From an optimization exercise on the open Yosys and OpenROAD flow, aimed at small area and a short achievable clock period; shortcuts taken in it are not production practice.
The RTL was checked by simulation tests, not by an equivalence proof against the original design.
Power is estimated from default activity; no workload was simulated.

Design MIPS_cpu, start of the top module:
module MIPS_cpu(
    input clock,
    input reset,
    output [31:0] imem_addr,
    input [31:0] imem_rdata,
    output [31:0] dmem_addr,
    output [31:0] dmem_wdata,
    output dmem_we,
    input [31:0] dmem_rdata,
    output wb_en,
    output [4:0] wb_addr,
    output [31:0] wb_data
    );
clock: 8.0 ns
lec_check: 0
cap_margin: 30
core_margin: 2
core_utilization: 45
cts_cluster_diameter: 100
cts_cluster_size: 20
setup_slack_margin: 5
slew_margin: 30
synth_hierarchical: 1
standard.sh (not shown) runs the stock make flow with config.mk's settings and CLKGATE_MAP_FILE= SYNTH_SCRIPT=/design/flow/synth_recipe.tcl, a recipe that flattens the netlist after the stock synthesis.
==> flow/flow/run.sh <==
#!/bin/bash
# Layout flow: the standard flow (standard.sh), run in two parts.
#  1. synthesis, unchanged;
#  2. floorplan to final layout with the delay cells (dlygate*, clkdlybuf*,
#     dlymetal*) added to the platform's don't-use list, so that port
#     buffers and repair buffers are plain buffers that timing repair can
#     resize.
# Each part's full output goes to its own log file here.
set -euo pipefail
DU="$(cat flow/dont_use.txt)"
bash standard.sh synth > synth.log 2>&1
bash standard.sh "DONT_USE_CELLS=$DU" finish > layout.log 2>&1
==> flow/flow/dont_use.txt <==
sky130_fd_sc_hd__probe_p_8 sky130_fd_sc_hd__probec_p_8 sky130_fd_sc_hd__lpflow_bleeder_1 sky130_fd_sc_hd__lpflow_clkbufkapwr_1 sky130_fd_sc_hd__lpflow_clkbufkapwr_16 sky130_fd_sc_hd__lpflow_clkbufkapwr_2 sky130_fd_sc_hd__lpflow_clkbufkapwr_4 sky130_fd_sc_hd__lpflow_clkbufkapwr_8 sky130_fd_sc_hd__lpflow_clkinvkapwr_1 sky130_fd_sc_hd__lpflow_clkinvkapwr_16 sky130_fd_sc_hd__lpflow_clkinvkapwr_2 sky130_fd_sc_hd__lpflow_clkinvkapwr_4 sky130_fd_sc_hd__lpflow_clkinvkapwr_8 sky130_fd_sc_hd__lpflow_decapkapwr_12 sky130_fd_sc_hd__lpflow_decapkapwr_3 sky130_fd_sc_hd__lpflow_decapkapwr_4 sky130_fd_sc_hd__lpflow_decapkapwr_6 sky130_fd_sc_hd__lpflow_decapkapwr_8 sky130_fd_sc_hd__lpflow_inputiso0n_1 sky130_fd_sc_hd__lpflow_inputiso0p_1 sky130_fd_sc_hd__lpflow_inputiso1n_1 sky130_fd_sc_hd__lpflow_inputiso1p_1 sky130_fd_sc_hd__lpflow_inputisolatch_1 sky130_fd_sc_hd__lpflow_isobufsrc_1 sky130_fd_sc_hd__lpflow_isobufsrc_16 sky130_fd_sc_hd__lpflow_isobufsrc_2 sky130_fd_sc_hd__lpflow_isobufsrc_4 sky130_fd_sc_hd__lpflow_isobufsrc_8 sky130_fd_sc_hd__lpflow_isobufsrckapwr_16 sky130_fd_sc_hd__lpflow_lsbuf_lh_hl_isowell_tap_1 sky130_fd_sc_hd__lpflow_lsbuf_lh_hl_isowell_tap_2 sky130_fd_sc_hd__lpflow_lsbuf_lh_hl_isowell_tap_4 sky130_fd_sc_hd__lpflow_lsbuf_lh_isowell_4 sky130_fd_sc_hd__lpflow_lsbuf_lh_isowell_tap_1 sky130_fd_sc_hd__lpflow_lsbuf_lh_isowell_tap_2 sky130_fd_sc_hd__lpflow_lsbuf_lh_isowell_tap_4 sky130_fd_sc_hd__clkdlybuf4s15_1 sky130_fd_sc_hd__clkdlybuf4s15_2 sky130_fd_sc_hd__clkdlybuf4s18_1 sky130_fd_sc_hd__clkdlybuf4s18_2 sky130_fd_sc_hd__clkdlybuf4s25_1 sky130_fd_sc_hd__clkdlybuf4s25_2 sky130_fd_sc_hd__clkdlybuf4s50_1 sky130_fd_sc_hd__clkdlybuf4s50_2 sky130_fd_sc_hd__dlygate4sd1_1 sky130_fd_sc_hd__dlygate4sd2_1 sky130_fd_sc_hd__dlygate4sd3_1 sky130_fd_sc_hd__dlymetal6s2s_1 sky130_fd_sc_hd__dlymetal6s4s_1 sky130_fd_sc_hd__dlymetal6s6s_1
The baseline finished with timing, DRC and antenna clean.
Change:
--- a/flow/design.v
+++ b/flow/design.v
@@ -52,25 +52,24 @@
             for (k = 1; k < 32; k = k + 1)
                 onehot[k-1] = (r == k) & ~byp;
             onehot[31] = byp;
         end
     endfunction
     always @(posedge clock) begin
         if (reset) begin
             pc <= 32'd0;
-            ir <= 32'd0;
-            sel_a <= 32'd0;
-            sel_b <= 32'd0;
+            ir[31:25] <= 7'd0;
         end else begin
             pc <= pc_next;
-            ir <= imem_rdata;
-            sel_a <= onehot(imem_rdata[19:15]);
-            sel_b <= onehot(imem_rdata[14:10]);
-        end
+            ir[31:25] <= imem_rdata[31:25];
+        end
+        ir[24:0] <= imem_rdata[24:0];
+        sel_a <= onehot(imem_rdata[19:15]);
+        sel_b <= onehot(imem_rdata[14:10]);
         pc_d <= pc_inc;
     end
     wire [6:0]  op  = ir[31:25];
     wire [4:0]  fd  = ir[24:20];
     wire [14:0] imm = ir[14:0];
     wire o_st   = op == 7'd1;
     wire o_add  = op == 7'd2;
     wire o_sub  = op == 7'd5;
Final area went down by 0.87%. Via count went down by 2.7%. Core utilization went up by 0.22 points. Synthesized area went down by 0.90%. Cell count went down by 1.8%.


## main
Another version of the RTL of MIPS_cpu (not shown whole).
Size in the first run: ~3800 cells after synthesis, ~200 I/O pins, about 55000 um^2 of cells after synthesis.
export LEC_CHECK = 0
export CAP_MARGIN = 30
export CORE_MARGIN = 2
export CORE_UTILIZATION = 45
export CTS_CLUSTER_DIAMETER = 100
export CTS_CLUSTER_SIZE = 20
export SETUP_SLACK_MARGIN = 5
export SLEW_MARGIN = 30
export SYNTH_HIERARCHICAL = 1
create_clock -name core_clock -period 8.0 [get_ports {clock}]
==> flow/flow/run.sh <==
#!/bin/bash
# Layout flow: the standard flow (standard.sh), run in two parts.
#  1. synthesis, unchanged;
#  2. floorplan to final layout, with
#     - the delay cells (dlygate*, clkdlybuf*, dlymetal*) added to the
#       platform's don't-use list, so that port buffers and repair buffers
#       are plain buffers that timing repair can resize;
set -euo pipefail
DU="$(cat flow/dont_use.txt)"
bash standard.sh synth > synth.log 2>&1
bash standard.sh "DONT_USE_CELLS=$DU" SETUP_SLACK_MARGIN=5.15 finish > layout.log 2>&1
Scripts as last shown in full above: flow/flow/dont_use.txt
Input changes introduced in the feature branch (baseline for comparison: main):
diff --git a/flow/design.v b/flow/design.v
--- a/flow/design.v
+++ b/flow/design.v
@@ -41,45 +41,43 @@
     reg  [4:0]  wb_addr_q;
     reg  [31:0] wb_data_q;
     assign imem_addr  = pc;
     assign dmem_addr  = a_q;
     assign dmem_wdata = b_q;
     assign dmem_we    = x_we;
     assign wb_en      = wb_en_q;
     assign wb_addr    = wb_addr_q;
     assign wb_data    = wb_data_q;
-    function byp(input [4:0] r);
-        byp = x_rw & (x_wa != 5'd0) & (x_wa == r);
-    endfunction
-    function [31:0] onehot(input [4:0] r, input b);
+    function [31:0] onehot(input [4:0] r);
+        reg byp;
         integer k;
         begin
+            byp = x_rw & (x_wa != 5'd0) & (x_wa == r);
             for (k = 1; k < 32; k = k + 1)
-                onehot[k-1] = (r == k) & ~b;
-            onehot[31] = b;
+                onehot[k-1] = (r == k) & ~byp;
+            onehot[31] = byp;
         end
     endfunction
     wire [6:0] f_op = imem_rdata[31:25];
     wire f_bcond  = (f_op == 7'd32) | (f_op == 7'd96);                 
     wire f_use_pc = f_bcond | (f_op == 7'd7) | (f_op == 7'd127) | (f_op == 7'd68);
     always @(posedge clock) begin
         if (reset) begin
             pc <= 32'd0;
             ir[31:25] <= 7'd0;
         end else begin
             pc <= pc_next;
             ir[31:25] <= imem_rdata[31:25];
         end
         ir[24:0] <= imem_rdata[24:0];
         pc_a  <= f_use_pc;
-        sel_a <= onehot(imem_rdata[19:15], byp(imem_rdata[19:15])) & {32{~f_use_pc}};
-        sel_b <= onehot(f_bcond ? imem_rdata[19:15] : imem_rdata[14:10],
-                        f_bcond ? byp(imem_rdata[19:15]) : byp(imem_rdata[14:10]));
+        sel_a <= onehot(imem_rdata[19:15]) & {32{~f_use_pc}};
+        sel_b <= onehot(f_bcond ? imem_rdata[19:15] : imem_rdata[14:10]);
         pc_d <= pc_inc;
     end
     wire [6:0]  op  = ir[31:25];
     wire [4:0]  fd  = ir[24:20];
     wire [14:0] imm = ir[14:0];
     wire o_st   = op == 7'd1;
     wire o_add  = op == 7'd2;
     wire o_sub  = op == 7'd5;
     wire o_jml  = op == 7'd7;
==> run summary <==
NOTE: total wire length in the feature branch falls short of that of main. Compared with main, the feature branch shows a lower share of cells above drive strength 1. Comparing main and the feature branch, number of cells produced by synthesis is lower on main. Diff main..the feature branch | fraction of synthesized area in multiplexers | negligible. The feature branch was carried through to the last stage, and its layout satisfied the timing, design-rule and antenna checks. Between the feature branch and main, the finished layout cell area does not differ in any meaningful way. Delta (the feature branch minus main): core utilization decreased 0.22 points, switching component of the power saw little to no change, post-route minimum period lost 0.0082 ns, critical path depth now sits higher. Clock buffer count, main and the feature branch: lower on main.


## old
MIPS_cpu again, from the RTL that the note above started with.
clock: 8.0 ns
lec_check: 0
cap_margin: 30
core_margin: 2
core_utilization: 45
cts_cluster_diameter: 100
cts_cluster_size: 20
setup_slack_margin: 5
slew_margin: 30
synth_hierarchical: 1
==> flow/flow/run.sh <==
#!/bin/bash
# Layout flow: the standard flow (standard.sh), run in two parts.
#  1. synthesis, unchanged;
#  2. floorplan to final layout, with
#     - the delay cells (dlygate*, clkdlybuf*, dlymetal*) added to the
#       platform's don't-use list, so that port buffers and repair buffers
#       are plain buffers that timing repair can resize;
set -euo pipefail
DU="$(cat flow/dont_use.txt)"
bash standard.sh synth > synth.log 2>&1
bash standard.sh "DONT_USE_CELLS=$DU" SETUP_SLACK_MARGIN=5.3 finish > layout.log 2>&1
Scripts as last shown in full above: flow/flow/dont_use.txt
The inputs of new differ from those of old as listed below.
--- a/flow/design.v
+++ b/flow/design.v
@@ -44,21 +44,20 @@
     assign dmem_addr  = a_q;
     assign dmem_wdata = b_q;
     assign dmem_we    = x_we;
     assign wb_en      = wb_en_q;
     assign wb_addr    = wb_addr_q;
     assign wb_data    = wb_data_q;
-    function byp(input [4:0] r);
-        byp = x_rw & (x_wa != 5'd0) & (x_wa == r);
-    endfunction
-    function [31:0] onehot(input [4:0] r, input b);
+    function [31:0] onehot(input [4:0] r);
+        reg byp;
         integer k;
         begin
+            byp = x_rw & (x_wa != 5'd0) & (x_wa == r);
             for (k = 1; k < 32; k = k + 1)
-                onehot[k-1] = (r == k) & ~b;
-            onehot[31] = b;
+                onehot[k-1] = (r == k) & ~byp;
+            onehot[31] = byp;
         end
     endfunction
     wire [6:0] f_op = imem_rdata[31:25];
     wire f_bcond  = (f_op == 7'd32) | (f_op == 7'd96);                 
     wire f_use_pc = f_bcond | (f_op == 7'd7) | (f_op == 7'd127) | (f_op == 7'd68);
     always @(posedge clock) begin
@@ -68,15 +67,14 @@
         end else begin
             pc <= pc_next;
             ir[31:25] <= imem_rdata[31:25];
         end
         ir[24:0] <= imem_rdata[24:0];
         pc_a  <= f_use_pc;
-        sel_a <= onehot(imem_rdata[19:15], byp(imem_rdata[19:15])) & {32{~f_use_pc}};
-        sel_b <= onehot(f_bcond ? imem_rdata[19:15] : imem_rdata[14:10],
-                        f_bcond ? byp(imem_rdata[19:15]) : byp(imem_rdata[14:10]));
+        sel_a <= onehot(imem_rdata[19:15]) & {32{~f_use_pc}};
+        sel_b <= onehot(f_bcond ? imem_rdata[19:15] : imem_rdata[14:10]);
         pc_d <= pc_inc;
     end
     wire [6:0]  op  = ir[31:25];
     wire [4:0]  fd  = ir[24:20];
     wire [14:0] imm = ir[14:0];
     wire o_st   = op == 7'd1;
==> comparison <==
- Sum of internal, switching and leakage power up about 2.3% in new wrt old
- Relative to old, number of clock buffers inserted by TritonCTS has gone up in new.
- new against old: global-route met3 utilization essentially unchanged; met1 capacity usage during global routing increased 2.3 points; non-clock buffer count increased 12.

[port drivers added, routing unchanged]
The results above use ideal ports. As a check the final layouts listed here were re-extracted and re-timed, cells and wires unchanged.
Step 1 assumes that a clkbuf_16 drives the clock port and a buf_2 every other input.
Step 2 moves the port delays by t, midway between the first and last clock arrival at a register: inputs arrive t later, outputs are due t later. That takes back most of the time a late clock gives input paths.
Slacks: ideal / step 1 / step 2; pairs: ideal / step 1.
| run | t, ns | setup slack, ns | worst register clock-pin slew, ns |
|---|---|---|---|
| the first run of note 1 | 0.753 | 4.888 / 4.918 / 4.179 | 0.09 / 0.09 |
| the second run of note 1 | 0.756 | 4.948 / 4.922 / 4.290 | 0.10 / 0.10 |
| main | 0.768 | 5.067 / 4.987 / 4.611 | 0.10 / 0.10 |
| the feature branch | 0.764 | 5.075 / 4.993 / 4.384 | 0.09 / 0.09 |
| old | 0.754 | 4.989 / 4.932 / 4.556 | 0.09 / 0.09 |
| new | 0.747 | 4.991 / 4.986 / 4.295 | 0.10 / 0.10 |
After both steps every run listed still meets setup and hold. The setup slack of the first run of note 1, which loses most, moves by +0.030 ns with the drivers and by -0.709 ns with both steps.
